This is an optimization exercise on Yosys and OpenROAD, whose aim is small area, not a production implementation.
The RTL was checked by simulation tests, not by an equivalence proof against the original design.
The clock cells of runs 2, 3, 5 and 6 come from the design's own scripts or RTL, not from TritonCTS.
The clock port is modelled as an ideal driver, which makes a skipped or thinned clock tree look cheaper than it is; a real chip needs a root buffer or a tree.
No activity file was given, so power comes from the tool's default toggle rates.

==> flow/design.v <==
module digit_cell (input en, input [3:0] q, output reg [3:0] nq, output reg co, output reg [6:0] seg);
    always @(*) begin
        case ({en, q})
            5'b00000: begin nq = 4'b0000; co = 1'b0; seg = 7'b1000000; end
            5'b00001: begin nq = 4'b0001; co = 1'b0; seg = 7'b0000010; end
            5'b00010: begin nq = 4'b1010; co = 1'b0; seg = 7'b0010000; end
            5'b00011: begin nq = 4'b0011; co = 1'b0; seg = 7'b0010000; end
            5'b00100: begin nq = 4'b0100; co = 1'b0; seg = 7'b1000000; end
            5'b00101: begin nq = 4'b0101; co = 1'b0; seg = 7'b0000000; end
            5'b00110: begin nq = 4'b1110; co = 1'b0; seg = 7'b0100100; end
            5'b00111: begin nq = 4'b0111; co = 1'b0; seg = 7'b0100100; end
            5'b01000: begin nq = 4'b1000; co = 1'b0; seg = 7'b1111000; end
            5'b01001: begin nq = 4'b1001; co = 1'b0; seg = 7'b0011010; end
            5'b01010: begin nq = 4'b1010; co = 1'b0; seg = 7'b0110000; end
            5'b01011: begin nq = 4'b1011; co = 1'b0; seg = 7'b0010010; end
            5'b01100: begin nq = 4'b1100; co = 1'b0; seg = 7'b1111001; end
            5'b01101: begin nq = 4'b1101; co = 1'b0; seg = 7'b0011001; end
            5'b01110: begin nq = 4'b1110; co = 1'b0; seg = 7'b0100100; end
            5'b01111: begin nq = 4'b1111; co = 1'b0; seg = 7'b0100100; end
            5'b10000: begin nq = 4'b1100; co = 1'b0; seg = 7'b1000000; end
            5'b10001: begin nq = 4'b1000; co = 1'b0; seg = 7'b0000010; end
            5'b10010: begin nq = 4'b1100; co = 1'b1; seg = 7'b0010000; end
            5'b10011: begin nq = 4'b0000; co = 1'b1; seg = 7'b0010000; end
            5'b10100: begin nq = 4'b0111; co = 1'b0; seg = 7'b1000000; end
            5'b10101: begin nq = 4'b0011; co = 1'b0; seg = 7'b0000000; end
            5'b10110: begin nq = 4'b1110; co = 1'b1; seg = 7'b0100100; end
            5'b10111: begin nq = 4'b0010; co = 1'b1; seg = 7'b0100100; end
            5'b11000: begin nq = 4'b0101; co = 1'b0; seg = 7'b1111000; end
            5'b11001: begin nq = 4'b0001; co = 1'b0; seg = 7'b0011010; end
            5'b11010: begin nq = 4'b1101; co = 1'b0; seg = 7'b0110000; end
            5'b11011: begin nq = 4'b0001; co = 1'b0; seg = 7'b0010010; end
            5'b11100: begin nq = 4'b1111; co = 1'b0; seg = 7'b1111001; end
            5'b11101: begin nq = 4'b1011; co = 1'b0; seg = 7'b0011001; end
            5'b11110: begin nq = 4'b1110; co = 1'b0; seg = 7'b0100100; end
            5'b11111: begin nq = 4'b1010; co = 1'b0; seg = 7'b0100100; end
            default: begin nq = 4'b0; co = 1'b0; seg = 7'b0; end
        endcase
    end
endmodule
module digit3_cell (input en, input [2:0] q, output reg [2:0] nq, output reg [6:0] seg);
    always @(*) begin
        case ({en, q})
            4'b0000: begin nq = 3'b000; seg = 7'b1000000; end
            4'b0001: begin nq = 3'b001; seg = 7'b1100000; end
            4'b0010: begin nq = 3'b010; seg = 7'b1011001; end
            4'b0011: begin nq = 3'b011; seg = 7'b1111001; end
            4'b0100: begin nq = 3'b100; seg = 7'b0110000; end
            4'b0101: begin nq = 3'b101; seg = 7'b0100100; end
            4'b0110: begin nq = 3'b110; seg = 7'b0011001; end
            4'b0111: begin nq = 3'b111; seg = 7'b0111101; end
            4'b1000: begin nq = 3'b011; seg = 7'b1000000; end
            4'b1001: begin nq = 3'b001; seg = 7'b1100000; end
            4'b1010: begin nq = 3'b111; seg = 7'b1011001; end
            4'b1011: begin nq = 3'b101; seg = 7'b1111001; end
            4'b1100: begin nq = 3'b110; seg = 7'b0110000; end
            4'b1101: begin nq = 3'b100; seg = 7'b0100100; end
            4'b1110: begin nq = 3'b110; seg = 7'b0011001; end
            4'b1111: begin nq = 3'b100; seg = 7'b0111101; end
            default: begin nq = 3'b0; seg = 7'b0; end
        endcase
    end
endmodule
module trim_gen (CLOCK_50,START,RST,ENCLK,DOUT,LEDR,HEX0,HEX1,HEX2,HEX3);
    input CLOCK_50, RST, START;
    output reg DOUT;
    output [17:0] LEDR;
    output ENCLK;
    output [6:0] HEX0, HEX1, HEX2, HEX3;
    localparam S_IDLE = 5'd0;
    localparam S_LOAD = 5'd1;
    localparam S_SH1  = 5'd2;    
    localparam S_SH13 = 5'd14;
    localparam S_IN1  = 5'd15;
    localparam S_IN2  = 5'd16;
    localparam S_IN3  = 5'd17;
    reg [2:0] cnt;           
    reg [4:0] s;
    reg [11:0] mirror;       
    reg cy;                  
    reg [3:0] d0, d1, d2;    
    reg [2:0] d3;
    wire [3:0] n0, n1, n2;
    wire [2:0] n3;
    wire c0, c1, c2;
    wire rise = (cnt == 3'd3);
    wire fall = (cnt == 3'd7);
    wire shift = (s >= S_SH1) && (s <= S_SH13);
    wire full = d0[0] & ~d0[2] & d1[1] & ~d1[3] & ~d3[0] & d3[1];
    always @(posedge CLOCK_50 or posedge RST)
        if (RST) cnt <= 3'd0;
        else cnt <= cnt + 3'd1;
    always @(posedge CLOCK_50 or posedge RST)
        if (RST) s <= S_IDLE;
        else if (fall) begin
            case (s)
                S_IDLE: if (START) s <= S_LOAD;
                S_SH13: s <= full ? S_IDLE : S_IN1;
                S_IN3:  s <= S_LOAD;
                default: s <= s + 5'd1;
            endcase
        end
    always @(posedge CLOCK_50 or posedge RST)
        if (RST) begin
            DOUT <= 1'b0;
            cy <= 1'b0;
            mirror <= 12'd0;
        end else if (rise) begin
            if (shift) begin
                mirror <= {DOUT, mirror[11:1]};
                cy <= cy & mirror[0];
                if (s != S_SH13) DOUT <= mirror[0] ^ cy;
            end else if (s == S_IN2) begin
                DOUT <= 1'b0;
                cy <= 1'b1;
            end
        end
    always @(posedge CLOCK_50 or posedge RST)
        if (RST) begin
            d0 <= 4'b0000; d1 <= 4'b0000; d2 <= 4'b0000; d3 <= 3'b000;
        end else begin
            d0 <= n0; d1 <= n1; d2 <= n2; d3 <= n3;
        end
    assign ENCLK = shift & cnt[2];
    assign LEDR = {6'd0, mirror};
    digit_cell  U0(.en(rise & (s == S_IN2)), .q(d0), .nq(n0), .co(c0), .seg(HEX0));
    digit_cell  U1(.en(c0), .q(d1), .nq(n1), .co(c1), .seg(HEX1));
    digit_cell  U2(.en(c1), .q(d2), .nq(n2), .co(c2), .seg(HEX2));
    digit3_cell U3(.en(c2), .q(d3), .nq(n3), .seg(HEX3));
endmodule
==> flow/flow/run.sh <==
#!/bin/bash
# The standard ORFS flow (the standard.sh) with:
#  - an area-oriented ABC script for synthesis (flow/abc.script), no adder cells
#  - sky130_fd_sc_hd__buf_1 as the port buffer
#  - a clock tree without dummy loads, built from small clock buffers
set -e
here=$(pwd)
rm -rf "$here/scripts_local"
cp -r "$FLOW_HOME/scripts" "$here/scripts_local"
cp "$here/flow/abc.script" "$here/scripts_local/abc_speed.script"
cp "$here/flow/abc.script" "$here/scripts_local/abc_area.script"
export SCRIPTS_DIR="$here/scripts_local"
export ADDER_MAP_FILE=
export BUFFER_PORTS_ARGS="-buffer_cell sky130_fd_sc_hd__buf_1"
export CTS_ARGS="-sink_clustering_enable -sink_clustering_size 40 -sink_clustering_max_diameter 300 -repair_clock_nets -dont_use_dummy_load -buf_list {sky130_fd_sc_hd__clkbuf_8}"
export SKIP_REPAIR_TIE_FANOUT=1
bash standard.sh > standard.log 2>&1
==> flow/flow/abc.script <==
strash
&get -n
&deepsyn -J 200 -T 300
&put
dch -f
amap
topo
==> flow/standard.sh <==
#!/bin/bash
# synth_recipe.tcl (not shown) runs the flow's synth.tcl, then flattens the netlist and writes it again
# the make line also repeats each setting of config.mk as NAME=value (left out here)
make -C /OpenROAD-flow-scripts/flow DESIGN_CONFIG=/design/flow/config.mk WORK_HOME=/design/flow/orfs CLKGATE_MAP_FILE= SYNTH_SCRIPT=/design/flow/synth_recipe.tcl "${@:-finish}"
==> flow/config.mk <==
export PLATFORM = sky130hd
export DESIGN_NAME = trim_gen
export DESIGN_NICKNAME = trim_gen
export VERILOG_FILES = /design/flow/design.v
export SDC_FILE = /design/flow/constraint.sdc
export NUM_CORES = 4
export LEC_CHECK = 0
export CAP_MARGIN = 20
export CORE_MARGIN = 2
export CORE_UTILIZATION = 40
export SLEW_MARGIN = 20
==> flow/constraint.sdc <==
create_clock -name core_clock -period 15.0 [get_ports {CLOCK_50}]
set_input_delay 3.0000 -clock core_clock [delete_from_list [all_inputs] [get_ports {CLOCK_50}]]
set_output_delay 3.0000 -clock core_clock [all_outputs]
set_load 0.01 [all_outputs]
==> summary.md, run 1 <==
The worst setup path is launched from a flop. STA puts the critical path data required time at 12.00 ns. After routing the design area is 0.00190 mm^2. The number of antenna violations at the first check in global routing came out at 0. TritonCTS built the clock tree. The capturing element type of the critical path is a primary output. The floorplan step set the die height to 68.5 um. The worst-path cell with the longest stage delay was sky130_fd_sc_hd__dfrtp_1.

The tools report the worst ir drop on vdd as 0.0000736 V. Buffers added to address setup during post-CTS repair amount to 0. The tools report the remaining number of nets flagged by the antenna check after routing as 0. The post-placement cell count is 261, and the total global-route track usage is 15.2%. The biggest area contributor in the post-synthesis netlist is sky130_fd_sc_hd__dfrtp_1. The run gives 178 as the net count after synthesis. Ranked by total cell area, the synthesized netlist is headed by sky130_fd_sc_hd__dfrtp_1 (56%), sky130_fd_sc_hd__nor2_1 (7.0%), sky130_fd_sc_hd__o22a_1 (6.8%), sky130_fd_sc_hd__clkinv_1 (5.9%), sky130_fd_sc_hd__buf_4 (4.1%). After synthesis, the most frequently instantiated cells are sky130_fd_sc_hd__dfrtp_1 (37), sky130_fd_sc_hd__nor2_1 (31), sky130_fd_sc_hd__clkinv_1 (26). Of the cells placed in the final design, the portion with a size suffix greater than 1 is 3.24%. The clock transition at the registers of the reported paths was 0.06 ns.

The total area inside the core boundary comes to 0.00400 mm^2. The hold-critical path endpoint was d3[0]$_DFFE_PP0P_. In the routed design, unresolved DRC markers number 0. The tools report the cell count after synthesis as 175. The first detailed-routing pass ran for 4 iterations.

For this configuration, the core starts out at a cell density of 41.6%. The tree is rooted in a sky130_fd_sc_hd__clkbuf_8. The maximum number of pins on one net before global-route repair was 38; the fraction of the cycle the final worst path needs was 29.8%. The clock latency at the later pin of the worst-skew pair is 0.28 ns, and the clock net sink count is 37. The vias after detailed routing is 1356, and the power density normalized to cell area is 115 mW/mm^2. The run gives 0.791 nW as the leakage power. The worst flop-to-flop path endpoint is d2[3]$_DFF_PP0_. In this run the horizontal extent of the chip is 68.5 um. Summing all multi-input logic gate instances after layout gives 572 um^2.

In this run the deepest clock path goes through 2 buffers. Dividing the detail-routed via count by the number of cells gives 5.10. The final number of max-transition violations was 0; the part of the Yosys area used for sequential elements was 55.7%. Max-cap violations in this run came to 0. The first global-routing pass estimated 5.05 mm of wire. For this run, the number of standard cells in the final layout without fillers is 266. The worst hold-check path type was flop to flop.

The detailed router finished its first iteration with 59 violations. After filler insertion, the fill cell instance count of the layout stands at 414. The area growth from synthesis to layout is 14.4%. The H-tree was split into 2 levels. For the finished layout, the period the worst path requires is 4.47 ns. The die area is 0.00469 mm^2, and the stage delay of the slowest cell on the critical path is 0.42 ns. The routed length per placed instance is 12.0 um. The startpoint identified for the worst hold timing path is d3[2]$_DFFE_PP0P_. The sequential cells in the finished layout cover a total of 926 um^2. The number of input and output port buffers inserted came out at 43. The logs give 0.00926 ns for the maximum clock skew at final layout and 0 for the hold violation total from the final report. The logs give 0.00183 mm^2 for the placed instance area and 221 for the number of nets at the end of the flow.

The total overflow left after global routing is 0. The logs give 12.41 ns for the flop-to-flop setup slack and 21 for the number of library cell types mapped by synthesis. The mean post-synth cell area was 9.50 um^2. The run gives 2.32 mm as the final HPWL from detailed placement.

The library cell with the highest instance count after synthesis was sky130_fd_sc_hd__dfrtp_1. Number of buffers inserted during clock tree synthesis: 5. For the post-synthesis instance area, the log shows 0.00166 mm^2. Buffers inserted to repair hold after CTS numbered 0. The depth of the worst register-to-register path was 8; the synthesized flop and latch total was 37.

0 antenna diodes ended up in the layout. Setup repair after global routing left no endpoint under its margin. The tools report the number of global-route vias before repair as 1087. The flow ran to the end and the layout has no timing, DRC or antenna violations.

The routed design has 3.20 mm of wire. Static timing analysis puts the maximum clock frequency at 224 MHz. The post-synthesis async set-or-reset flop share came out at 100%.

The signal arrival time at the worst endpoint is 1.47 ns, and the top-level I/O count is 51. The largest fanout on the critical path is 5. The tools report the startpoint of the most critical register-to-register path as s[1]$_DFFE_PP0P_. The number of placement rows was 23; the cell depth of the worst min-delay path was 1. Most used flip-flop cell after synthesis: sky130_fd_sc_hd__dfrtp_1. The signal on the critical path passes through nand3_1 > clkinv_1 > a21oi_1 > nand2_1 > nor2_1 > buf_1. Setup violations remaining at the end of the flow were counted as 0. In this run, synthesis inferred 0 flip-flops with an integrated enable. Of the post-synthesis cell area, the dominant cell type holds 55.7%. After clock tree synthesis, the repair step resized 0 gates.

The weighted congestion at the end of routability-driven global placement is 0.823, and the setup TNS after final layout is 0 ns. Number of synthesis warnings: 3. The critical path start-end classification is flop to primary output.
[worst max-delay path by stage]
stage	startpoint	to
floorplan	s[3]$_DFFE_PP0P_	ENCLK
global placement	s[3]$_DFFE_PP0P_	ENCLK
detailed placement	s[3]$_DFFE_PP0P_	ENCLK
CTS	s[3]$_DFFE_PP0P_	ENCLK
global route	s[3]$_DFFE_PP0P_	ENCLK
finish	s[3]$_DFFE_PP0P_	ENCLK
[power by group]
group,switching [mW],internal [mW]
clock network,0.0294,0.0299
logic,0.0176,0.0162
registers,0.0119,0.114
[area by class of cell]
class	instances	share of cell area (%)
sequential	37	48.7
multi-input combinational	103	30.0
timing repair buffer	45	9.27
inverter	26	5.13
clock buffer	5	3.62
tap	50	3.29
[critical path: cells and delay by family, from the launching register on]
kind	cells	cell delay [ns]
buf+inv	2	0.27
simple gates	3	0.32
flops	1	0.42
compound gates	1	0.19
[flip-flops by register name, summed over array words and instances, names as in the netlist]
register	flops
d1	4
mirror	12
cy	1
d0	4
s	5
d2	4
cnt	3
d3	3
DOUT	1
[cells in the final DEF (no fill, tap or decap)]
cell type,synthesis,routed
sky130_fd_sc_hd__nor2b_1,1,1
sky130_fd_sc_hd__nand2_1,6,6
sky130_fd_sc_hd__nor2_1,31,31
sky130_fd_sc_hd__a21oi_1,11,11
sky130_fd_sc_hd__nand3_1,4,4
sky130_fd_sc_hd__o21a_1,2,2
sky130_fd_sc_hd__o22ai_1,8,8
sky130_fd_sc_hd__o221ai_1,3,3
sky130_fd_sc_hd__a41oi_1,1,1
sky130_fd_sc_hd__nor4_1,1,1
sky130_fd_sc_hd__buf_1,0,43
sky130_fd_sc_hd__nor3_1,9,9
sky130_fd_sc_hd__o22a_1,13,13
sky130_fd_sc_hd__clkinv_1,26,26
sky130_fd_sc_hd__o21ai_0,4,4
sky130_fd_sc_hd__dfrtp_1,37,37
sky130_fd_sc_hd__o32ai_1,4,4
sky130_fd_sc_hd__conb_1,1,1
sky130_fd_sc_hd__and2_0,1,1
sky130_fd_sc_hd__clkbuf_8,0,5
sky130_fd_sc_hd__and3_1,1,1
sky130_fd_sc_hd__a211oi_1,2,2
sky130_fd_sc_hd__buf_4,9,2
[metal layers]
layer | vias to the layer above | share of wire [%] | track usage, %
li1 | 689 | - | -
met1 | 617 | 50 | 20.2
met2 | 44 | 41 | 21.5
met3 | 6 | 6.7 | 5.43
met4 | 0 | 2.1 | 8.25
met5 | - | 0 | 0
[through the flow]
step                      power (mW)  setup WS [ns]  hold slack (ns)  utilization (%)
after global placement         0.161          10.86            0.460             45.9
final                          0.219          10.53            0.465             47.6
after detailed placement       0.162          10.83            0.459             45.9
after floorplan                0.150          10.99            0.442                -
after global routing           0.232          10.40            0.498             47.6
after CTS                      0.224          10.51            0.471             47.6
[cells by family (layout without fill, tap and decap cells)]
group | after synthesis | in the layout | synth area share, %
AOI/OAI and AO/OA | 48 | 48 | 20.4
buffers and inverters | 35 | 76 | 9.93
DFF | 37 | 37 | 55.7
other | 1 | 1 | 0.226
and+or+nand+nor | 54 | 54 | 13.8
==> run 2: changes to the inputs <==
==> flow/flow/run.sh (replaced) <==
#!/bin/bash
# The standard ORFS flow (the standard.sh) with:
#  - an area-oriented ABC script for synthesis (flow/abc.script), no adder cells
#  - sky130_fd_sc_hd__buf_1 as the port buffer
#  - one tie cell for the constant outputs
#  - a one-level clock tree (flow/clock_buffer.tcl) in place of clock_tree_synthesis
set -e
here=$(pwd)
rm -rf "$here/scripts_local"
cp -r "$FLOW_HOME/scripts" "$here/scripts_local"
cp "$here/flow/abc.script" "$here/scripts_local/abc_speed.script"
cp "$here/flow/abc.script" "$here/scripts_local/abc_area.script"
sed -i 's#^log_cmd clock_tree_synthesis {\*}$cts_args#source $::env(CLOCK_BUFFER_TCL)#' "$here/scripts_local/cts.tcl"
grep -q CLOCK_BUFFER_TCL "$here/scripts_local/cts.tcl"
export SCRIPTS_DIR="$here/scripts_local"
export ADDER_MAP_FILE=
export BUFFER_PORTS_ARGS="-buffer_cell sky130_fd_sc_hd__buf_1"
export SKIP_REPAIR_TIE_FANOUT=1
export CLOCK_BUFFER_TCL="$here/flow/clock_buffer.tcl"
export CLOCK_BUFFER_CELL=sky130_fd_sc_hd__clkbuf_8
export CLOCK_BUFFER_COUNT=3
bash standard.sh > standard.log 2>&1
==> flow/flow/clock_buffer.tcl (new file) <==
# Replaces clock_tree_synthesis with a one-level clock tree: the register clock
# pins are split into CLOCK_BUFFER_COUNT groups by position (k-means), and each
# group gets one CLOCK_BUFFER_CELL at its centre, driven straight from the clock
# port. Every register is one buffer away from the port.
set block [ord::get_db_block]
set clk_src [get_name [lindex [get_property [lindex [all_clocks] 0] sources] 0]]
set clk_net [$block findNet $clk_src]
set k $::env(CLOCK_BUFFER_COUNT)
set pts {}
foreach it [$clk_net getITerms] {
  lassign [[$it getInst] getLocation] x y
  lappend pts [list $x $y [$it getInst] [$it getMTerm]]
}
set n [llength $pts]
# k-means, seeded with points spread along the sorted-by-x order
set sorted [lsort -integer -index 0 $pts]
set cent {}
for {set i 0} {$i < $k} {incr i} {
  set p [lindex $sorted [expr {int(($i + 0.5) * $n / $k)}]]
  lappend cent [list [lindex $p 0] [lindex $p 1]]
}
for {set iter 0} {$iter < 50} {incr iter} {
  set groups {}
  for {set i 0} {$i < $k} {incr i} { lappend groups {} }
  foreach p $pts {
    set best 0
    set bd 1e30
    for {set i 0} {$i < $k} {incr i} {
      lassign [lindex $cent $i] cx cy
      set d [expr {abs([lindex $p 0] - $cx) + abs([lindex $p 1] - $cy)}]
      if {$d < $bd} { set bd $d; set best $i }
    }
    lset groups $best [concat [lindex $groups $best] [list $p]]
  }
  set newcent {}
  for {set i 0} {$i < $k} {incr i} {
    set g [lindex $groups $i]
    if {[llength $g] == 0} { lappend newcent [lindex $cent $i]; continue }
    set sx 0; set sy 0
    foreach p $g { set sx [expr {$sx + [lindex $p 0]}]; set sy [expr {$sy + [lindex $p 1]}] }
    lappend newcent [list [expr {$sx / [llength $g]}] [expr {$sy / [llength $g]}]]
  }
  if {$newcent == $cent} break
  set cent $newcent
}
for {set i 0} {$i < $k} {incr i} {
  set g [lindex $groups $i]
  if {[llength $g] == 0} continue
  set pins {}
  foreach p $g {
    lappend pins [get_pins "[[lindex $p 2] getName]/[[lindex $p 3] getName]"]
  }
  lassign [lindex $cent $i] cx cy
  set x [ord::dbu_to_microns $cx]
  set y [ord::dbu_to_microns $cy]
  puts "Clock buffer $i: $::env(CLOCK_BUFFER_CELL) at ($x, $y) for [llength $g] registers"
  insert_buffer -buffer_cell $::env(CLOCK_BUFFER_CELL) -net $clk_src -load_pins $pins \
    -location [list $x $y] -buffer_name clkbuf_${i}_$clk_src -net_name clknet_${i}_$clk_src
}
foreach it [$clk_net getITerms] {
  foreach ot [[$it getInst] getITerms] {
    set net [$ot getNet]
    if { $net != "NULL" && [$ot isOutputSignal] } { $net setSigType CLOCK }
  }
}
set_propagated_clock [all_clocks]
==> run 2 against run 1 <==
Compared with the run above:
- register-to-register slack about the same
- fmax is 3.2% higher
- flip-flop and latch count is the same
- hold slack improved by 0.0043 ns
- global-route usage decreased by 2.0 points
- synthesized area unchanged
- critical path depth unchanged
- highest routed layer unchanged
- critical path type unchanged
- total power fell by 8.1%
- sequential share of layout area rose by 0.71 points
- combinational power about the same
==> summary.md, run 2 <==
Top post-synthesis cells by area: sky130_fd_sc_hd__dfrtp_1 (56%), sky130_fd_sc_hd__nor2_1 (7.0%), sky130_fd_sc_hd__o22a_1 (6.8%), sky130_fd_sc_hd__clkinv_1 (5.9%), sky130_fd_sc_hd__buf_4 (4.1%) (unchanged). The logs give 38 (unchanged) for the maximum number of pins on one net before global-route repair and 0 ns (unchanged) for the setup TNS after final layout. Top flop regs: mirror: 12 flops, s: 5 flops (unchanged).

The vertical die dimension was 68.5 um (unchanged). The total DRC errors in the routed layout is 0 (unchanged). The critical path data required time came out at 12.00 ns (about the same). The final period demand of the worst path works out to 4.33 ns (was 4.47 ns).

The logs give 2.32 mm (unchanged) for the final HPWL from detailed placement and 0 (unchanged) for the final number of max-transition violations. The signal arrival time at the worst endpoint came out at 1.33 ns (was 1.47 ns). The tools report the leakage power as 0.776 nW (was 0.791 nW).

For the post-CTS repair timing setup buffer count, the log shows 0 (unchanged). The tools report the initial core utilization as 41.6% (unchanged). For the hold buffer count at cts, the log shows 0 (unchanged). Stage delay of the slowest cell on the critical path: 0.42 ns (about the same). The number of library cell types mapped by synthesis came out at 21 (unchanged).

The startpoint of the most critical register-to-register path was s[1]$_DFFE_PP0P_ (unchanged). The worst ir drop on vdd is 0.0000723 V (was 0.0000736 V). The clock transition at the registers of the reported paths was 0.09 ns (was 0.06 ns). The routed wire length is 3.14 mm (was 3.20 mm).

The share of final-layout standard cells stronger than drive strength 1 was 2.34% (was 3.24%). The post-synthesis async set-or-reset flop share came out at 100% (unchanged). The capturing element type of the critical path is a primary output (unchanged). The largest delay contributor family on the critical path is flip-flops (unchanged). Area of the placeable core: 0.00400 mm^2 (unchanged).

Register with the highest flop count: mirror (unchanged). The run gives 1077 (was 1087) as the number of global-route vias before repair. The tools report the number of antenna cells inserted as 0 (unchanged). The net count after synthesis was 178 (unchanged); the die area was 0.00469 mm^2 (unchanged).

The number of synthesis warnings came out at 3 (unchanged). Leading post-synthesis cells by instance count: sky130_fd_sc_hd__dfrtp_1 (37), sky130_fd_sc_hd__nor2_1 (31), sky130_fd_sc_hd__clkinv_1 (26) (unchanged). For the remaining number of nets flagged by the antenna check after routing, the log shows 0 (unchanged). The fraction of the cycle the final worst path needs came out at 28.9% (was 29.8%).

The synthesized flop and latch total was 37 (unchanged). The routed length per placed instance works out to 11.9 um (was 12.0 um). The run gives 4.97 mm (was 5.05 mm) as the wire length of the first global-routing pass. The number of placement rows is 23 (unchanged). Highest achievable clock rate: 231 MHz (was 224 MHz). Detailed router's first-iteration violation count: 59 (unchanged). Flop-to-flop setup slack: 12.42 ns (was 12.41 ns).

Most used flip-flop cell after synthesis: sky130_fd_sc_hd__dfrtp_1 (unchanged). The run gives 0.823 (unchanged) as the weighted congestion at the end of routability-driven global placement. The critical path start-end classification is flop to primary output (unchanged). The worst hold-check path type is flop to flop (unchanged). The via-per-instance ratio is 5.09 (was 5.10). The number of flip-flops in the largest register is 12 (unchanged). The largest fanout on the critical path was 5 (unchanged).

The part of the Yosys area used for sequential elements was 55.7% (unchanged); the count of endpoints failing setup in the final report was 0 (unchanged). The run gives 0.0241 ns (was 0.00926 ns) as the maximum clock skew at final layout. For the total global-route track usage, the log shows 13.2% (was 15.2%). Cell Chain, Critical Path: nand3_1 > clkinv_1 > a21oi_1 > nand2_1 > nor2_1 > buf_1 (unchanged). The first-pass iteration count of the detailed router was 4 (unchanged); the number of antenna violations at the first check in global routing was 0 (unchanged).

The tools report the kind of start point of the critical path as a flop (unchanged). The number of input and output port buffers inserted was 43 (unchanged). Leading cell types in the layout, fill and taps excluded: sky130_fd_sc_hd__buf_1 (43), sky130_fd_sc_hd__dfrtp_1 (37), sky130_fd_sc_hd__nor2_1 (31), sky130_fd_sc_hd__clkinv_1 (26), sky130_fd_sc_hd__o22a_1 (13) (unchanged).

The leading area contributor after synthesis was sky130_fd_sc_hd__dfrtp_1 (unchanged). Most common library cell in the layout ignoring fill and taps: sky130_fd_sc_hd__buf_1 (unchanged). The mean post-synth cell area works out to 9.50 um^2 (unchanged).

The max-cap check violation count was 0 (unchanged). Library cell with the highest instance count after synthesis: sky130_fd_sc_hd__dfrtp_1 (unchanged). The run gives 0 (unchanged) as the total overflow reported by the global router.

The run finished with no timing, DRC or antenna violations. Setup repair after global routing left no endpoint under its margin. The worst-path cell with the longest stage delay is sky130_fd_sc_hd__dfrtp_1 (unchanged).

The run gives 219 (was 221) as the number of nets at the end of the flow. The post-synthesis instance area was 0.00166 mm^2 (unchanged); the width of the die was 68.5 um (unchanged). The buffers plus inverters on the worst setup path works out to 2 (unchanged). The worst flop-to-flop path endpoint was d2[3]$_DFF_PP0_ (unchanged). The logs give 51 (unchanged) for the top-level I/O count and 0.15 ns (was 0.28 ns) for the clock latency at the later pin of the worst-skew pair.

The tools report the worst min-delay path startpoint as d3[2]$_DFFE_PP0P_ (unchanged). The tools report the vias after detailed routing as 1344 (was 1356). The tools report the hold-critical path endpoint as d3[0]$_DFFE_PP0P_ (unchanged).

Number of fill cells: 418 (was 414). The area overhead of the layout relative to synthesis was 12.8% (was 14.4%). The hold violation total from the final report is 0 (unchanged). The cell count after synthesis is 175 (unchanged).

The cell depth of the worst min-delay path was 1 (unchanged); the share of the synthesized area in the top cell type was 55.7% (unchanged). The post-placement cell count is 261 (unchanged). The quantity of gates resized following cts is 0 (unchanged). Final instance count without filler cells: 264 (was 266).

The post-route worst hold slack was 0.469 ns (was 0.465 ns); the depth of the worst register-to-register path was 8 (unchanged). The power density normalized to cell area was 107 mW/mm^2 (was 115 mW/mm^2); the number of enable flip-flop cells after synthesis was 0 (unchanged).
==> run 2: layout make-up, without the clock buffers <==
class	instances	area, um^2	area share (%)
Sequential cell	37	926	49.4
Multi-Input combinational cell	103	572	30.5
Timing Repair Buffer	45	176	9.41
Inverter	26	97.6	5.20
Tap cell	50	62.6	3.34
==> run 2: kinds of logic (layout without fill, tap and decap cells) <==
| family | Yosys count | in the layout | share of synthesized area [%] |
|---|---|---|---|
| AND/OR/NAND/NOR | 54 | 54 | 13.8 |
| AO/OA/AOI/OAI | 48 | 48 | 20.4 |
| flip-flops | 37 | 37 | 55.7 |
| buffers and inverters | 35 | 74 | 9.93 |
| other | 1 | 1 | 0.226 |
==> run 2: worst max-delay path by stage <==
stage,from,to,slack (ns),cells after the start
floorplan,s[3]$_DFFE_PP0P_,ENCLK,10.99,5
global placement,s[3]$_DFFE_PP0P_,ENCLK,10.86,6
detailed placement,s[3]$_DFFE_PP0P_,ENCLK,10.83,6
CTS,s[3]$_DFFE_PP0P_,ENCLK,10.67,6
global route,s[3]$_DFFE_PP0P_,ENCLK,10.54,6
finish,s[3]$_DFFE_PP0P_,ENCLK,10.67,6
==> run 2: power by group <==
group	leakage [nW]	switching (mW)	internal, mW
clock	0.0216	0.0234	0.0183
combinational	0.279	0.0176	0.0162
sequential	0.476	0.0120	0.113
==> run 2: worst reg2reg max path, stage by stage (launching register included) <==
cell and delay (ns):
sky130_fd_sc_hd__dfrtp_1 0.42, sky130_fd_sc_hd__nor4_1 0.44, sky130_fd_sc_hd__nand2_1 0.25, sky130_fd_sc_hd__nor3_1 0.34, sky130_fd_sc_hd__clkinv_1 0.23, sky130_fd_sc_hd__nor2_1 0.29
sky130_fd_sc_hd__clkinv_1 0.19, sky130_fd_sc_hd__nor2_1 0.20, sky130_fd_sc_hd__o221ai_1 0.13
==> run 2: through the flow <==
step | utilization [%] | instance area, um^2 | power, mW | setup WS, ns
floorplan | - | 1660 | 0.150 | 10.99
global placement | 45.9 | 1830 | 0.161 | 10.86
detailed placement | 45.9 | 1830 | 0.162 | 10.83
CTS | 46.9 | 1880 | 0.205 | 10.67
global route | 46.9 | 1880 | 0.213 | 10.54
finish | 46.9 | 1880 | 0.201 | 10.67
==> run 2: layer usage <==
layer  global-route usage (%)  vias to the layer above  wire length [um]
li1                         -                      683                 -
met1                     20.9                      617              1600
met2                     20.6                       42              1340
met3                    0.822                        2               178
met4                     1.25                        0                24
met5                        0                        -                 0
==> run 3: changes to the inputs <==
--- a/flow/design.v
+++ b/flow/design.v
@@ -68,11 +68,3 @@
     output [6:0] HEX0, HEX1, HEX2, HEX3;
-    localparam S_IDLE = 5'd0;
-    localparam S_LOAD = 5'd1;
-    localparam S_SH1  = 5'd2;    
-    localparam S_SH13 = 5'd14;
-    localparam S_IN1  = 5'd15;
-    localparam S_IN2  = 5'd16;
-    localparam S_IN3  = 5'd17;
-    reg [2:0] cnt;           
-    reg [4:0] s;
+    wire mshift, last, incr;
     reg [11:0] mirror;       
@@ -84,19 +76,4 @@
     wire c0, c1, c2;
-    wire rise = (cnt == 3'd3);
-    wire fall = (cnt == 3'd7);
-    wire shift = (s >= S_SH1) && (s <= S_SH13);
     wire full = d0[0] & ~d0[2] & d1[1] & ~d1[3] & ~d3[0] & d3[1];
-    always @(posedge CLOCK_50 or posedge RST)
-        if (RST) cnt <= 3'd0;
-        else cnt <= cnt + 3'd1;
-    always @(posedge CLOCK_50 or posedge RST)
-        if (RST) s <= S_IDLE;
-        else if (fall) begin
-            case (s)
-                S_IDLE: if (START) s <= S_LOAD;
-                S_SH13: s <= full ? S_IDLE : S_IN1;
-                S_IN3:  s <= S_LOAD;
-                default: s <= s + 5'd1;
-            endcase
-        end
+    seq_ctl SEQ(.CLOCK_50(CLOCK_50), .RST(RST), .START(START), .full(full), .mshift(mshift), .last(last), .incr(incr), .ENCLK(ENCLK));
     always @(posedge CLOCK_50 or posedge RST)
@@ -106,8 +83,8 @@
             mirror <= 12'd0;
-        end else if (rise) begin
-            if (shift) begin
+        end else begin
+            if (mshift) begin
                 mirror <= {DOUT, mirror[11:1]};
                 cy <= cy & mirror[0];
-                if (s != S_SH13) DOUT <= mirror[0] ^ cy;
-            end else if (s == S_IN2) begin
+                if (!last) DOUT <= mirror[0] ^ cy;
+            end else if (incr) begin
                 DOUT <= 1'b0;
@@ -122,5 +99,4 @@
         end
-    assign ENCLK = shift & cnt[2];
     assign LEDR = {6'd0, mirror};
-    digit_cell  U0(.en(rise & (s == S_IN2)), .q(d0), .nq(n0), .co(c0), .seg(HEX0));
+    digit_cell  U0(.en(incr), .q(d0), .nq(n0), .co(c0), .seg(HEX0));
     digit_cell  U1(.en(c0), .q(d1), .nq(n1), .co(c1), .seg(HEX1));
@@ -129 +105,25 @@
 endmodule
+module seq_ctl(input CLOCK_50, input RST, input START, input full, output mshift, output last, output incr, output ENCLK);
+    reg [2:0] cnt; reg [4:0] s;
+    wire rise = (cnt == 3'd3);
+    wire fall = (cnt == 3'd7);
+    wire [31:0] shift_t = 32'b01111111111111000111111111111100;
+    wire [31:0] last_t = 32'b01000000000000000100000000000000;
+    wire [31:0] inc_t = 32'b01010101010101010000000000000000;
+    wire shift = shift_t[s];
+    assign last = last_t[s];
+    assign mshift = rise & shift;
+    assign incr = rise & inc_t[s];
+    wire [127:0] ns0_t = 128'b11111111111111110001010101010101111111111111111100010101010101001111111111111111010101010101010111111111111111110101010101010100;
+    wire [127:0] ns1_t = 128'b00000100010001000010011001100110000001000100010000100110011001100100010001000100011001100110011001000100010001000110011001100110;
+    wire [127:0] ns2_t = 128'b00111000011110000011100001111000001110000111100000111000011110000111100001111000011110000111100001111000011110000111100001111000;
+    wire [127:0] ns3_t = 128'b00111111100000000011111110000000001111111000000000111111100000000111111110000000011111111000000001111111100000000111111110000000;
+    wire [127:0] ns4_t = 128'b11010101010101011000000000000000110101010101010110000000000000001101010101010101100000000000000011010101010101011000000000000000;
+    wire [4:0] ns = {ns4_t[{full,START,s}],ns3_t[{full,START,s}],ns2_t[{full,START,s}],ns1_t[{full,START,s}],ns0_t[{full,START,s}]};
+    always @(posedge CLOCK_50 or posedge RST)
+        if (RST) cnt <= 3'd0; else cnt <= cnt + 3'd1;
+    always @(posedge CLOCK_50 or posedge RST)
+        if (RST) s <= 5'd0;
+        else if (fall) s <= ns;
+    assign ENCLK = shift & cnt[2];
+endmodule
==> run 3 against run 2 <==
Compared with the run above:
- flip-flop and latch count did not move
- sequential power grew 6%
- synthesized area fell by 0.68%
- final cell count is the same
- critical path depth down 3
- core utilization is 0.47 points lower
- via count grew 0.52%
- global-route usage rose by 0.79 points
- hold slack worse by 0.0057 ns
- fmax grew 3.4%
- combinational power increased by 58%
- register-to-register slack got worse by 0.13 ns
- critical endpoint is now HEX0[1]
==> summary.md, run 3 <==
The area of the placeable core is 0.00400 mm^2 (unchanged). The logs give 404 (was 418) for the number of fill cells and 219 (unchanged) for the number of nets at the end of the flow. The mean post-synth cell area works out to 9.38 um^2 (was 9.50 um^2). The leading area contributor after synthesis was sky130_fd_sc_hd__dfrtp_1 (unchanged). The area overhead of the layout relative to synthesis works out to 12.4% (was 12.8%). The run gives 0.755 nW (was 0.776 nW) as the leakage power.

For the quantity of gates resized following cts, the log shows 0 (unchanged). The vias after detailed routing was 1351 (was 1344). Top post-synthesis cells by area: sky130_fd_sc_hd__dfrtp_1 (56%), sky130_fd_sc_hd__nor2_1 (7.0%), sky130_fd_sc_hd__clkinv_1 (6.6%), sky130_fd_sc_hd__o22a_1 (6.4%), sky130_fd_sc_hd__buf_4 (4.1%) (was sky130_fd_sc_hd__dfrtp_1 (56%), sky130_fd_sc_hd__nor2_1 (7.0%), sky130_fd_sc_hd__o22a_1 (6.8%), sky130_fd_sc_hd__clkinv_1 (5.9%), sky130_fd_sc_hd__buf_4 (4.1%)). The run finished with no timing, DRC or antenna violations. Footprint of the flip-flops and latches: 926 um^2 (unchanged). Leading post-synthesis cells by instance count: sky130_fd_sc_hd__dfrtp_1 (37), sky130_fd_sc_hd__nor2_1 (31), sky130_fd_sc_hd__clkinv_1 (29) (was sky130_fd_sc_hd__dfrtp_1 (37), sky130_fd_sc_hd__nor2_1 (31), sky130_fd_sc_hd__clkinv_1 (26)). The run gives 10.81 ns (was 10.67 ns) as the worst path setup slack after routing.

The hold buffer count at cts came out at 0 (unchanged). The synthesized flop and latch total came out at 37 (unchanged). The routed length per placed instance was 12.1 um (was 11.9 um). The number of enable flip-flop cells after synthesis came out at 0 (unchanged).

The final instance count without filler cells came out at 264 (unchanged). The tools report the worst flop-to-flop path endpoint as DOUT$_DFFE_PP0P_ (was d2[3]$_DFF_PP0_). For the routed wire length, the log shows 3.18 mm (was 3.14 mm). The total global-route track usage was 14.0% (was 13.2%). The normalized max-slew margin was 35.5%; the cell count after synthesis was 176 (was 175). The total DRC errors in the routed layout is 0 (unchanged).

The slew at the pin closest to its max-slew limit came out at 0.964 ns. Top flop regs: mirror: 12 flops, SEQ.s: 5 flops (was mirror: 12 flops, s: 5 flops). Critical path endpoint: HEX0[1] (was ENCLK).

The max-cap check violation count was 0 (unchanged); the worst ir drop on vdd was 0.0000406 V (was 0.0000723 V). The post-placement cell count was 261 (unchanged). Final HPWL from detailed placement: 2.30 mm (was 2.32 mm).

The setup TNS after final layout is 0 ns (unchanged). The most used flip-flop cell after synthesis was sky130_fd_sc_hd__dfrtp_1 (unchanged). The most common library cell in the layout ignoring fill and taps was sky130_fd_sc_hd__buf_1 (unchanged). The tools report the flop-to-flop setup slack as 12.29 ns (was 12.42 ns). The post-CTS repair timing setup buffer count was 0 (unchanged); the post-synthesis async set-or-reset flop share was 100% (unchanged). The number of input and output port buffers inserted came out at 43 (unchanged). The share of final-layout standard cells stronger than drive strength 1 is 1.87% (was 2.34%). The die area is 0.00466 mm^2 (was 0.00469 mm^2).

The number of antenna violations at the first check in global routing was 0 (unchanged); the depth of the worst register-to-register path was 6 (was 8). The logs give 38 (unchanged) for the maximum number of pins on one net before global-route repair and 56.1% (was 55.7%) for the part of the Yosys area used for sequential elements. The vertical die dimension works out to 68.3 um (was 68.5 um). Leading cell types in the layout, fill and taps excluded: sky130_fd_sc_hd__buf_1 (43), sky130_fd_sc_hd__dfrtp_1 (37), sky130_fd_sc_hd__nor2_1 (31), sky130_fd_sc_hd__clkinv_1 (29), sky130_fd_sc_hd__o22a_1 (12) (was sky130_fd_sc_hd__buf_1 (43), sky130_fd_sc_hd__dfrtp_1 (37), sky130_fd_sc_hd__nor2_1 (31), sky130_fd_sc_hd__clkinv_1 (26), sky130_fd_sc_hd__o22a_1 (13)). The critical path startpoint is d0[3]$_DFF_PP0_ (was s[3]$_DFFE_PP0P_).

The weighted congestion at the end of routability-driven global placement came out at 0.821 (was 0.823). The worst hold-check path type is flop to flop (unchanged). The top-level I/O count was 51 (unchanged); the number of library cell types mapped by synthesis was 22 (was 21).

The logs give 0 (unchanged) for the final number of max-transition violations and 0.0270 ns (was 0.0241 ns) for the maximum clock skew at final layout. The net count after synthesis was 179 (was 178); the total overflow reported by the global router was 0 (unchanged). The logs give 92 (was 59) for the detailed router's first-iteration violation count and 0 (unchanged) for the remaining number of nets flagged by the antenna check after routing.

Placement-stage worst setup slack: 11.01 ns (was 10.83 ns). The critical path start-end classification is flop to primary output (unchanged). The largest fanout on the critical path works out to 7 (was 5). The share of the synthesized area in the top cell type was 56.1% (was 55.7%); the final period demand of the worst path was 4.19 ns (was 4.33 ns).

Highest achievable clock rate: 239 MHz (was 231 MHz). The critical path data required time was 12.00 ns (about the same). The logs give 549 um^2 (was 572 um^2) for the footprint of the multi-input gates and 1.19 ns (was 1.33 ns) for the signal arrival time at the worst endpoint.

The logs give 0 (unchanged) for the count of endpoints failing setup in the final report and 5.26 mm (was 4.97 mm) for the wire length of the first global-routing pass. The fraction of the cycle the final worst path needs works out to 27.9% (was 28.9%). The run gives 41.3% (was 41.6%) as the initial core utilization.

The number of antenna cells inserted came out at 0 (unchanged). The clock latency at the later pin of the worst-skew pair is 0.15 ns (about the same), and the number of placement rows is 23 (unchanged). The via-per-instance ratio came out at 5.12 (was 5.09). Startpoint of the most critical register-to-register path: SEQ.s[3]$_DFFE_PP0N_ (was s[1]$_DFFE_PP0P_).

The number of flip-flops in the largest register is 12 (unchanged). Register with the highest flop count: mirror (unchanged). The clock transition at the registers of the reported paths is 0.09 ns (about the same), and the first-pass iteration count of the detailed router is 4 (unchanged). Setup repair after global routing left no endpoint under its margin. The logs give 0 (unchanged) for the hold violation total from the final report and 1138 (was 1077) for the number of global-route vias before repair.

Power density normalized to cell area: 124 mW/mm^2 (was 107 mW/mm^2). The tools report the capturing element type of the critical path as a primary output (unchanged). The library cell with the highest instance count after synthesis was sky130_fd_sc_hd__dfrtp_1 (unchanged). The post-synthesis instance area was 0.00165 mm^2 (was 0.00166 mm^2). Width of the die: 68.3 um (was 68.5 um). Kind of start point of the critical path: a flop (unchanged).

The run gives 4 (was 3) as the number of synthesis warnings.
-- run 3: cell count changes after synthesis, sizes merged, moves of 2 or more --
| cell | before | now |
|---|---|---|
| nor3 | 9 | 5 |
| o21ai | 4 | 8 |
| o21a | 2 | 0 |
| nand4 | 0 | 2 |
| clkinv | 26 | 29 |
| o32ai | 4 | 1 |
| a21oi | 11 | 9 |
| nand2 | 6 | 8 |
-- run 3: logic make-up after synthesis --
kind of cell / after synthesis / share of synthesized area, %
compound gates: 46 / 19.2
buf+inv: 38 / 10.7
flops: 37 / 56.1
other cells: 1 / 0.227
simple gates: 54 / 13.8
-- run 3: worst min path at each step --
stage                          from                   end  slack, ns  depth (start not counted)
3_3_place_gp      d3[2]$_DFFE_PP0P_     d3[0]$_DFFE_PP0P_       0.45                          1
2_1_floorplan     d3[2]$_DFFE_PP0P_     d3[0]$_DFFE_PP0P_       0.44                          1
6_report          d3[2]$_DFFE_PP0P_     d3[0]$_DFFE_PP0P_       0.46                          1
5_1_grt        SEQ.cnt[0]$_DFF_PP0_  SEQ.cnt[0]$_DFF_PP0_       0.51                          1
3_5_place_dp      d3[2]$_DFFE_PP0P_     d3[0]$_DFFE_PP0P_       0.45                          1
4_1_cts           d3[2]$_DFFE_PP0P_     d3[0]$_DFFE_PP0P_       0.47                          1
-- run 3: where the power goes --
part	total, mW	internal [mW]	switching (mW)	leakage, nW
logic	0.0537	0.0233	0.0304	0.270
registers	0.133	0.118	0.0149	0.463
clock network	0.0443	0.0184	0.0260	0.0216
total	0.231	0.159	0.0712	0.755
-- run 3: routing by layer --
| metal | vias to the layer above | GRT usage (%) | share of wire [%] |
|---|---|---|---|
| li1 | 687 | - | - |
| met1 | 622 | 22.5 | 52 |
| met2 | 37 | 21.0 | 42 |
| met3 | 5 | 1.15 | 5.5 |
| met4 | 0 | 1.50 | 1.3 |
| met5 | - | 0 | 0 |
-- run 3: final cells by class, without the clock buffers --
cell class              instances  share of cell area [%]
repair buffers                 44                    9.10
inverters                      29                    5.86
flip-flops and latches         37                    49.9
multi-input cells             101                    29.6
well taps                      50                    3.37
-- run 3: worst max-delay path, stage by stage (launching register included) --
cell and delay [ns]:
sky130_fd_sc_hd__dfrtp_1 0.39, sky130_fd_sc_hd__clkinv_1 0.19, sky130_fd_sc_hd__a211oi_1 0.28, sky130_fd_sc_hd__buf_1 0.18
-- run 3: per-stage QoR --
| stage | power (mW) | instance area (um^2) | hold WS (ns) | util (%) |
|---|---|---|---|---|
| finish | 0.231 | 1860 | 0.464 | 46.4 |
| global route | 0.246 | 1860 | 0.508 | 46.4 |
| CTS | 0.233 | 1860 | 0.467 | 46.4 |
| detailed placement | 0.189 | 1820 | 0.454 | 45.4 |
| global placement | 0.189 | 1820 | 0.450 | 45.4 |
| floorplan | 0.171 | 1650 | 0.442 | - |
==> run 4: changes to the inputs <==
--- a/flow/flow/run.sh
+++ b/flow/flow/run.sh
@@ -20,3 +20,3 @@
 export CLOCK_BUFFER_CELL=sky130_fd_sc_hd__clkbuf_8
-export CLOCK_BUFFER_COUNT=3
+export CLOCK_BUFFER_COUNT=2
 bash standard.sh > standard.log 2>&1
--- a/flow/config.mk
+++ b/flow/config.mk
@@ -9,3 +9,4 @@
 export CORE_MARGIN = 2
-export CORE_UTILIZATION = 40
+export CORE_UTILIZATION = 85
+export PLACE_DENSITY = 0.92
 export SLEW_MARGIN = 20
==> run 4 against run 3 <==
Compared with the run above:
- synthesized cell count unchanged
- synthesized area unchanged
- the flow now stops in 3_1_place_gp_skip_io
==> summary.md, run 4 <==
For the number of library cell types mapped by synthesis, the log shows 22 (unchanged). The tools report the cell count after synthesis as 176 (unchanged). Synthesized flop and latch total: 37 (unchanged).

Most used flip-flop cell after synthesis: sky130_fd_sc_hd__dfrtp_1 (unchanged). The post-synthesis async set-or-reset flop share works out to 100% (unchanged). The post-synthesis instance area is 0.00165 mm^2 (unchanged). The mean post-synth cell area works out to 9.38 um^2 (unchanged). The tools report the net count after synthesis as 179 (unchanged).

Leading post-synthesis cells by instance count: sky130_fd_sc_hd__dfrtp_1 (37), sky130_fd_sc_hd__nor2_1 (31), sky130_fd_sc_hd__clkinv_1 (29) (unchanged). The run stopped with a tool error. The part of the Yosys area used for sequential elements was 56.1% (unchanged); the share of the synthesized area in the top cell type was 56.1% (unchanged).

Number of enable flip-flop cells after synthesis: 0 (unchanged). The number of synthesis warnings was 4 (unchanged). The vertical die dimension is 48.1 um (was 68.3 um), and the number of placement rows is 15 (was 23).

The flow stopped in 3_1_place_gp_skip_io. The initial core utilization is 92.6% (was 41.3%). The first error in the log reads "[ERROR GPL-0301] Utilization 102.835 % exceeds 100%".

Width of the die: 48.1 um (was 68.3 um). The library cell with the highest instance count after synthesis was sky130_fd_sc_hd__dfrtp_1 (unchanged). Top post-synthesis cells by area: sky130_fd_sc_hd__dfrtp_1 (56%), sky130_fd_sc_hd__nor2_1 (7.0%), sky130_fd_sc_hd__clkinv_1 (6.6%), sky130_fd_sc_hd__o22a_1 (6.4%), sky130_fd_sc_hd__buf_4 (4.1%) (unchanged).

The leading area contributor after synthesis was sky130_fd_sc_hd__dfrtp_1 (unchanged).
run 4: cell counts after synthesis:
Identical to the previous run, type by type.
run 4: cells by family after synthesis:
| logic type | synth area share, % |
|---|---|
| AND/OR/NAND/NOR | 13.8 |
| AO/OA/AOI/OAI | 19.2 |
| buffers and inverters | 10.7 |
| flip-flops | 56.1 |
| other | 0.227 |
==> run 5: changes to the inputs <==
--- a/flow/config.mk
+++ b/flow/config.mk
@@ -9,4 +9,3 @@
 export CORE_MARGIN = 2
-export CORE_UTILIZATION = 85
-export PLACE_DENSITY = 0.92
+export CORE_UTILIZATION = 50
 export SLEW_MARGIN = 20
==> run 5 against run 4 <==
Compared with the run above:
- the run now finishes clean
- synthesized cell count unchanged
- synthesized area unchanged
==> summary.md, run 5 <==
The run finished with no timing, DRC or antenna violations. The run gives 0.748 nW as the leakage power. The number of antenna violations at the first check in global routing was 0.

Leading post-synthesis cells by instance count: sky130_fd_sc_hd__dfrtp_1 (37), sky130_fd_sc_hd__nor2_1 (31), sky130_fd_sc_hd__clkinv_1 (29) (unchanged). The via-per-instance ratio is 5.25, and the fraction of the cycle the final worst path needs is 28.0%. After the last flow step, the layout net total stands at 218.

The number of enable flip-flop cells after synthesis came out at 0 (unchanged). The critical path data required time was 12.00 ns; the share of the synthesized area in the top cell type was 56.1% (unchanged). Leaving out fill and tap cells, the most frequent cell in the layout is sky130_fd_sc_hd__buf_1.

The run gives 56.1% (unchanged) as the part of the Yosys area used for sequential elements. Dividing the detail-routed wire length by the instance count gives 12.2 um. Leading area contributor after synthesis: sky130_fd_sc_hd__dfrtp_1 (unchanged). The tools report the total DRC errors in the routed layout as 0. The setup TNS after final layout is 0 ns.

For flop-to-flop paths, the worst setup slack is 12.48 ns. The most used flip-flop cell after synthesis was sky130_fd_sc_hd__dfrtp_1 (unchanged). The run gives 20 (was 15) as the number of placement rows.

The critical path is of the flop to primary output type. In this run the remaining antenna-violating nets after routing total 0. After the first detailed-routing iteration, the DRC count stood at 46.

Top post-synthesis cells by area: sky130_fd_sc_hd__dfrtp_1 (56%), sky130_fd_sc_hd__nor2_1 (7.0%), sky130_fd_sc_hd__clkinv_1 (6.6%), sky130_fd_sc_hd__o22a_1 (6.4%), sky130_fd_sc_hd__buf_4 (4.1%) (unchanged). The run gives 51 as the top-level I/O count. Setup repair after global routing left no endpoint under its margin. The signal arrival time at the worst endpoint was 1.19 ns; the final period demand of the worst path was 4.19 ns. In the layout the commonest cells are sky130_fd_sc_hd__buf_1 (43), sky130_fd_sc_hd__dfrtp_1 (37), sky130_fd_sc_hd__nor2_1 (31), sky130_fd_sc_hd__clkinv_1 (29), sky130_fd_sc_hd__o22a_1 (12). The vertical die dimension works out to 61.5 um (was 48.1 um). The net count after synthesis was 179 (unchanged); the routed metal-1 wire length was 1.48 mm.

The synthesized flop and latch total came out at 37 (unchanged). In this run the worst hold path is classified as flop to flop. Number of flip-flops in the largest register: 12. The kind of start point of the critical path was a flop. Buffers placed on the I/O ports in this run total 43. Width of the die: 61.5 um (was 48.1 um).

The worst-path cell with the longest stage delay was sky130_fd_sc_hd__dfrtp_1. The tools report the cell count after synthesis as 176 (unchanged). Counting flops per register, the top entry is mirror. The clock reaches the later pin of the worst-skew pair after 0.17 ns. The number of global-route vias before repair is 1145, and the area overhead of the layout relative to synthesis is 11.1%.

The highest achievable clock rate was 238 MHz. The final number of max-transition violations was 0; the post-synthesis async set-or-reset flop share was 100% (unchanged). The initial core utilization is 53.2% (was 92.6%), and the area of the placeable core is 0.00310 mm^2. STA classifies the critical path endpoint as a primary output. The worst ir drop on vdd was 0.000114 V. The largest registers in the layout are mirror: 12 flops, SEQ.s: 5 flops. The clock transition at the registers of the reported paths is 0.10 ns. Entering global routing, the biggest net connects 38 pins. In the detailed route, the total length drawn on met3 is 171 um. In this run, post-CTS hold repair placed 0 buffers. The final route contains 1349 vias.

The slew at the pin closest to its max-slew limit was 0.861 ns. The highest routing layer actually used was met4. The first detailed-routing pass took 5 iterations.

Summed over all layers, the global routing overflow is 0. The wire-length estimate of the detail-placed layout is 2.33 mm. Share of final-layout standard cells stronger than drive strength 1: 1.41%.

The share of cell area taken by muxes after synthesis works out to 0% (unchanged). In this run the tightest slew margin relative to its limit is 42.4%. The largest family of logic cells by synthesized area is compound AO/OA/AOI/OAI gates (unchanged).

The tools report the post-synthesis instance area as 0.00165 mm^2 (unchanged). For the quantity of gates resized following cts, the log shows 0. The number of antenna diodes in the final layout is 0. Buffers added to address setup during post-CTS repair amount to 0. On the worst path, the slowest cell contributes a delay of 0.43 ns. After detailed routing, the total wire length is 3.12 mm. The area fraction in and, or, nand and nor cells after synthesis was 13.8% (unchanged).

The signal on the critical path passes through clkinv_1 > nor2_1 > a21oi_1 > buf_1. Counting the fill cells in the layout gives 293. The number of synthesis warnings was 4 (unchanged); the power density normalized to cell area was 121 mW/mm^2. Once layout is complete, the utilization of the core stands at 59.2%. Library cell with the highest instance count after synthesis: sky130_fd_sc_hd__dfrtp_1 (unchanged). The post-synthesis compound-gate area fraction is 19.2% (unchanged), and the largest fanout on the critical path is 6.

Summing internal, switching and leakage power gives 0.223 mW. Setup violations remaining at the end of the flow were counted as 0. The adder and majority cell fraction of the synthesized area is 0% (unchanged). The mean post-synth cell area is 9.38 um^2 (unchanged), and the total global-route track usage is 16.6%. The max-cap check violation count was 0; the maximum clock skew at final layout was 0.00925 ns. Summed over all nets, wire length on met2 after detailed routing comes to 1.43 mm.

Number of library cell types mapped by synthesis: 22 (unchanged). The hold violation total from the final report is 0. The die covers 0.00378 mm^2. The first global-routing pass estimated 4.90 mm of wire.

The xor-xnor portion of the synthesized cell area is 0% (unchanged), and the weighted congestion at the end of routability-driven global placement is 0.823.
run 5: cell counts after synthesis:
No cell type changed its count.
run 5: final cells by class, without the clock buffers:
class                           instances  area (um^2)  area share [%]
Sequential cell                        37          926            50.4
Multi-Input combinational cell        101          549            29.9
Inverter                               29          109            5.93
Timing Repair Buffer                   44          169            9.20
Tap cell                               44         55.1            3.00
run 5: critical path: cells and delay by family (launching register included):
family,cells,cell delay (ns)
AOI/OAI and AO/OA,1,0.06
buffers and inverters,2,0.33
DFF,1,0.43
and+or+nand+nor,1,0.22
run 5: layer usage:
layer / vias up / track usage, %
met5: - / 0
met4: 0 / 2.43
met3: 4 / 1.68
met2: 44 / 29.6
met1: 618 / 22.6
li1: 683 / -
run 5: power breakdown:
group	internal (mW)	switching (mW)
Clock	0.0125	0.0244
Sequential	0.118	0.0151
Combinational	0.0233	0.0301
run 5: path summary, 6_finish.rpt:
path,from,cells after the start,endpoint
worst max-delay path,d1[1]$_DFFE_PP0P_,4,HEX1[4]
worst min-delay path,d3[2]$_DFFE_PP0P_,1,d3[0]$_DFFE_PP0P_
worst max register to register,SEQ.s[3]$_DFFE_PP0N_,6,DOUT$_DFFE_PP0P_
worst min register to register,d3[2]$_DFFE_PP0P_,1,d3[0]$_DFFE_PP0P_
max in group asynchronous,RST,3,d2[1]$_DFFE_PP0P_
min in group asynchronous,RST,3,SEQ.s[3]$_DFFE_PP0N_
run 5: cells by family (layout without fill, tap and decap cells):
logic type             Yosys count  after routing
other                            1              1
buffers and inverters           38             75
DFF                             37             37
and+or+nand+nor                 54             54
AOI/OAI and AO/OA               46             46
run 5: per-stage QoR:
stage          setup slack, ns  std cells  area, um^2  hold WS, ns
6_report                 10.81        257        1840        0.483
3_5_place_dp             11.03        255        1810        0.462
2_1_floorplan            11.09        176        1650        0.442
5_1_grt                  10.68        257        1840        0.511
4_1_cts                  10.81        257        1840        0.485
3_3_place_gp             11.02        255        1810        0.454
==> run 6: changes to the inputs <==
--- a/flow/flow/run.sh
+++ b/flow/flow/run.sh
@@ -21,2 +21,4 @@
 export CLOCK_BUFFER_COUNT=2
+export GPL_TIMING_DRIVEN=0
+export PRE_GLOBAL_PLACE_TCL="$here/flow/pre_global_place.tcl"
 bash standard.sh > standard.log 2>&1
==> flow/flow/pre_global_place.tcl (new file) <==
remove_buffers
==> run 6 against run 5 <==
Compared with the run above:
- critical endpoint is now HEX0[4]
- highest routed layer unchanged
- core utilization fell by 0.20 points
- critical path depth stayed put
- total power grew 0.49%
- setup slack worse by 0.0088 ns
- synthesized cell count did not move
- flip-flop and latch count unchanged
==> summary.md, run 6 <==
The number of enable flip-flop cells after synthesis was 0 (unchanged). The number of antenna cells inserted is 0 (unchanged), and the maximum clock skew at final layout is 0.00977 ns (was 0.00925 ns). Width of the die: 61.5 um (unchanged).

The flow ran to the end and the layout has no timing, DRC or antenna violations. The area overhead of the layout relative to synthesis was 10.8% (was 11.1%); the power density normalized to cell area was 122 mW/mm^2 (was 121 mW/mm^2). The logs give 256 (was 257) for the final instance count without filler cells and 5.37 mm (was 4.90 mm) for the wire length of the first global-routing pass. The part of the Yosys area used for sequential elements came out at 56.1% (unchanged). Worst min-delay path startpoint: SEQ.cnt[0]$_DFF_PP0_ (was d3[2]$_DFFE_PP0P_). The logs give 238 MHz (about the same) for the highest achievable clock rate and 0 ns (unchanged) for the setup TNS after final layout. The footprint of the flip-flops and latches was 926 um^2 (unchanged).

For the first-pass iteration count of the detailed router, the log shows 4 (was 5). The tools report the kind of start point of the critical path as a flop (unchanged). The number of antenna violations at the first check in global routing was 0 (unchanged). The tools report the capturing element type of the critical path as a primary output (unchanged). Top flop regs: mirror: 12 flops, SEQ.s: 5 flops (unchanged). The synthesized flop and latch total was 37 (unchanged). The tools report the hold buffer count at cts as 0 (unchanged). The run gives 0 (unchanged) as the total DRC errors in the routed layout. For the post-placement cell count, the log shows 254 (was 255). The total overflow reported by the global router is 0 (unchanged), and the post-CTS repair timing setup buffer count is 0 (unchanged). The register with the highest flop count is mirror (unchanged).

The number of flip-flops in the largest register was 12 (unchanged). The share of the synthesized area in the top cell type is 56.1% (unchanged), and the total global-route track usage is 18.1% (was 16.6%). The footprint of the multi-input gates was 549 um^2 (unchanged); the net count after synthesis was 179 (unchanged). The clock transition at the registers of the reported paths is 0.10 ns (about the same), and the die area is 0.00378 mm^2 (unchanged).

Setup repair after global routing left no endpoint under its margin. The leading area contributor after synthesis is sky130_fd_sc_hd__dfrtp_1 (unchanged). The fraction of the cycle the final worst path needs is 28.0% (about the same).

The logs give 0.773 (was 0.823) for the weighted congestion at the end of routability-driven global placement and 81 (was 46) for the detailed router's first-iteration violation count. The flop-to-flop setup slack is 12.43 ns (was 12.48 ns). The share of final-layout standard cells stronger than drive strength 1 was 1.42% (was 1.41%); the depth of the worst register-to-register path was 7 (was 6).

For the number of fill cells, the log shows 326 (was 293). The library cell with the highest instance count after synthesis was sky130_fd_sc_hd__dfrtp_1 (unchanged). The largest fanout on the critical path came out at 7 (was 6). The slew at the pin closest to its max-slew limit is 0.884 ns (was 0.861 ns). The worst hold-check path type is flop to flop (unchanged).

The critical path data required time was 12.00 ns (about the same). Via-per-instance ratio: 5.34 (was 5.25). The remaining number of nets flagged by the antenna check after routing came out at 0 (unchanged). For the leakage power, the log shows 0.745 nW (was 0.748 nW). The max-cap check violation count was 0 (unchanged). The most used flip-flop cell after synthesis is sky130_fd_sc_hd__dfrtp_1 (unchanged).

Final period demand of the worst path: 4.20 ns (was 4.19 ns). The tools report the startpoint of the most critical register-to-register path as SEQ.s[3]$_DFFE_PP0N_ (unchanged). The clock latency at the later pin of the worst-skew pair is 0.17 ns (about the same), and the vertical die dimension is 61.5 um (unchanged). Count of endpoints failing setup in the final report: 0 (unchanged). The critical path start-end classification is flop to primary output (unchanged). The run gives 20 (unchanged) as the number of placement rows. The final number of max-transition violations came out at 0 (unchanged). The post-synthesis async set-or-reset flop share came out at 100% (unchanged). Top post-synthesis cells by area: sky130_fd_sc_hd__dfrtp_1 (56%), sky130_fd_sc_hd__nor2_1 (7.0%), sky130_fd_sc_hd__clkinv_1 (6.6%), sky130_fd_sc_hd__o22a_1 (6.4%), sky130_fd_sc_hd__buf_4 (4.1%) (unchanged). Leading cell types in the layout, fill and taps excluded: sky130_fd_sc_hd__buf_1 (43), sky130_fd_sc_hd__dfrtp_1 (37), sky130_fd_sc_hd__nor2_1 (31), sky130_fd_sc_hd__clkinv_1 (28), sky130_fd_sc_hd__o22a_1 (12) (was sky130_fd_sc_hd__buf_1 (43), sky130_fd_sc_hd__dfrtp_1 (37), sky130_fd_sc_hd__nor2_1 (31), sky130_fd_sc_hd__clkinv_1 (29), sky130_fd_sc_hd__o22a_1 (12)). For the vias after detailed routing, the log shows 1368 (was 1349).

Most common library cell in the layout ignoring fill and taps: sky130_fd_sc_hd__buf_1 (unchanged). The tools report the hold-critical path endpoint as SEQ.cnt[0]$_DFF_PP0_ (was d3[0]$_DFFE_PP0P_). The tools report the post-synthesis instance area as 0.00165 mm^2 (unchanged). The top-level I/O count is 51 (unchanged).

The routed length per placed instance came out at 13.2 um (was 12.2 um). The mean post-synth cell area came out at 9.38 um^2 (unchanged). The cell count after synthesis is 176 (unchanged), and the worst ir drop on vdd is 0.000110 V (was 0.000114 V). Leading post-synthesis cells by instance count: sky130_fd_sc_hd__dfrtp_1 (37), sky130_fd_sc_hd__nor2_1 (31), sky130_fd_sc_hd__clkinv_1 (29) (unchanged). For the routed wire length, the log shows 3.39 mm (was 3.12 mm). The initial core utilization was 53.2% (unchanged). The worst flop-to-flop path endpoint is DOUT$_DFFE_PP0P_ (unchanged).

The tools report the number of nets at the end of the flow as 217 (was 218). The number of input and output port buffers inserted works out to 43 (unchanged). The maximum number of pins on one net before global-route repair was 38 (unchanged). The normalized max-slew margin was 40.8% (was 42.4%). The tools report the number of synthesis warnings as 4 (unchanged). The run gives 1254 (was 1145) as the number of global-route vias before repair. The cell depth of the worst min-delay path works out to 1 (unchanged).

The number of library cell types mapped by synthesis is 22 (unchanged). The run gives 0 (unchanged) as the quantity of gates resized following cts. The run gives 1.20 ns (was 1.19 ns) as the signal arrival time at the worst endpoint. The area of the placeable core was 0.00310 mm^2 (unchanged); the final HPWL from detailed placement was 2.48 mm (was 2.33 mm). The tools report the hold violation total from the final report as 0 (unchanged).
[run 6: metrics by stage]
| stage | cell area (um^2) | util (%) | total power [mW] | setup WS, ns | hold WS (ns) |
|---|---|---|---|---|---|
| floorplan | 1650 | - | 0.171 | 11.09 | 0.442 |
| CTS | 1830 | 59.0 | 0.226 | 10.79 | 0.482 |
| finish | 1830 | 59.0 | 0.224 | 10.80 | 0.477 |
| detailed placement | 1800 | 58.1 | 0.190 | 11.00 | 0.461 |
| global route | 1830 | 59.0 | 0.238 | 10.65 | 0.510 |
| global placement | 1800 | 58.0 | 0.187 | 11.02 | 0.454 |
[run 6: final cells by class, without the clock buffers]
class                           instances  area share, %
Sequential cell                        37           50.6
Multi-Input combinational cell        101           30.0
Timing Repair Buffer                   43           8.82
Inverter                               29           6.02
Tap cell                               44           3.01
[run 6: how the worst max path moves through the flow]
stage | depth (start not counted) | start | slack [ns] | to
2_1_floorplan | 3 | d0[1]$_DFFE_PP0N_ | 11.09 | HEX0[4]
3_3_place_gp | 4 | SEQ.s[2]$_DFFE_PP0N_ | 11.02 | ENCLK
3_5_place_dp | 4 | d0[1]$_DFFE_PP0N_ | 11.00 | HEX0[4]
4_1_cts | 4 | d0[1]$_DFFE_PP0N_ | 10.79 | HEX0[4]
5_1_grt | 4 | SEQ.s[2]$_DFFE_PP0N_ | 10.65 | ENCLK
6_report | 4 | d0[1]$_DFFE_PP0N_ | 10.80 | HEX0[4]
[run 6: cell families after synthesis]
family / count (synthesis) / share of synthesized area (%)
AND/OR/NAND/NOR: 54 / 13.8
flip-flops: 37 / 56.1
AO/OA/AOI/OAI: 46 / 19.2
buffers and inverters: 38 / 10.7
other: 1 / 0.227
[run 6: routing by layer]
| layer | vias to the layer above | wire (um) | GRT usage [%] |
|---|---|---|---|
| met1 | 658 | 1540 | 24.7 |
| met2 | 34 | 1650 | 32.4 |
| met3 | 2 | 171 | 1.89 |
| met5 | - | 0 | 0 |
| li1 | 674 | - | - |
| met4 | 0 | 21 | 1.82 |
[run 6: report_power, final]
group	switching, mW	leakage (nW)	internal (mW)
combinational	0.0307	0.267	0.0231
sequential	0.0155	0.463	0.118
clock	0.0245	0.0144	0.0125
total	0.0708	0.745	0.153
[run 6: critical path: stages, from the launching register on]
cell	delay [ns]
sky130_fd_sc_hd__dfrtp_1	0.43
sky130_fd_sc_hd__clkinv_1	0.21
sky130_fd_sc_hd__nor2_1	0.21
sky130_fd_sc_hd__a21oi_1	0.06
sky130_fd_sc_hd__buf_1	0.13

-- what the ideal ports hide --
No port has a modelled driver above. Below, the same layouts with a new extraction and two added sets of constraints.
Step 1 (the two cells are an assumption about what drives the block):
set clk [get_ports {CLOCK_50}]
set_driving_cell -lib_cell sky130_fd_sc_hd__clkbuf_16 $clk
set_driving_cell -lib_cell sky130_fd_sc_hd__buf_2 [delete_from_list [all_inputs] $clk]
Step 2 adds t to the input delays and takes it off the output delays; t is the mean of the earliest and latest rising clock arrival at the registers after step 1. Input paths then give back, and output paths get back, about the clock's delay inside the block.
a / b / c = ideal / step 1 / step 2; a / b = the first two.
| run | t, ns | slack for setup (ns) | worst setup path after step 2 |
|---|---|---|---|
| run 1 | 0.303 | 10.531 / 10.503 / 10.807 | register to output |
| run 2 | 0.179 | 10.669 / 10.629 / 10.808 | register to output |
| run 3 | 0.182 | 10.810 / 10.765 / 10.948 | register to output |
| run 5 | 0.194 | 10.806 / 10.773 / 10.967 | register to output |
| run 6 | 0.195 | 10.797 / 10.765 / 10.960 | register to output |
After both steps every run listed still meets setup and hold.
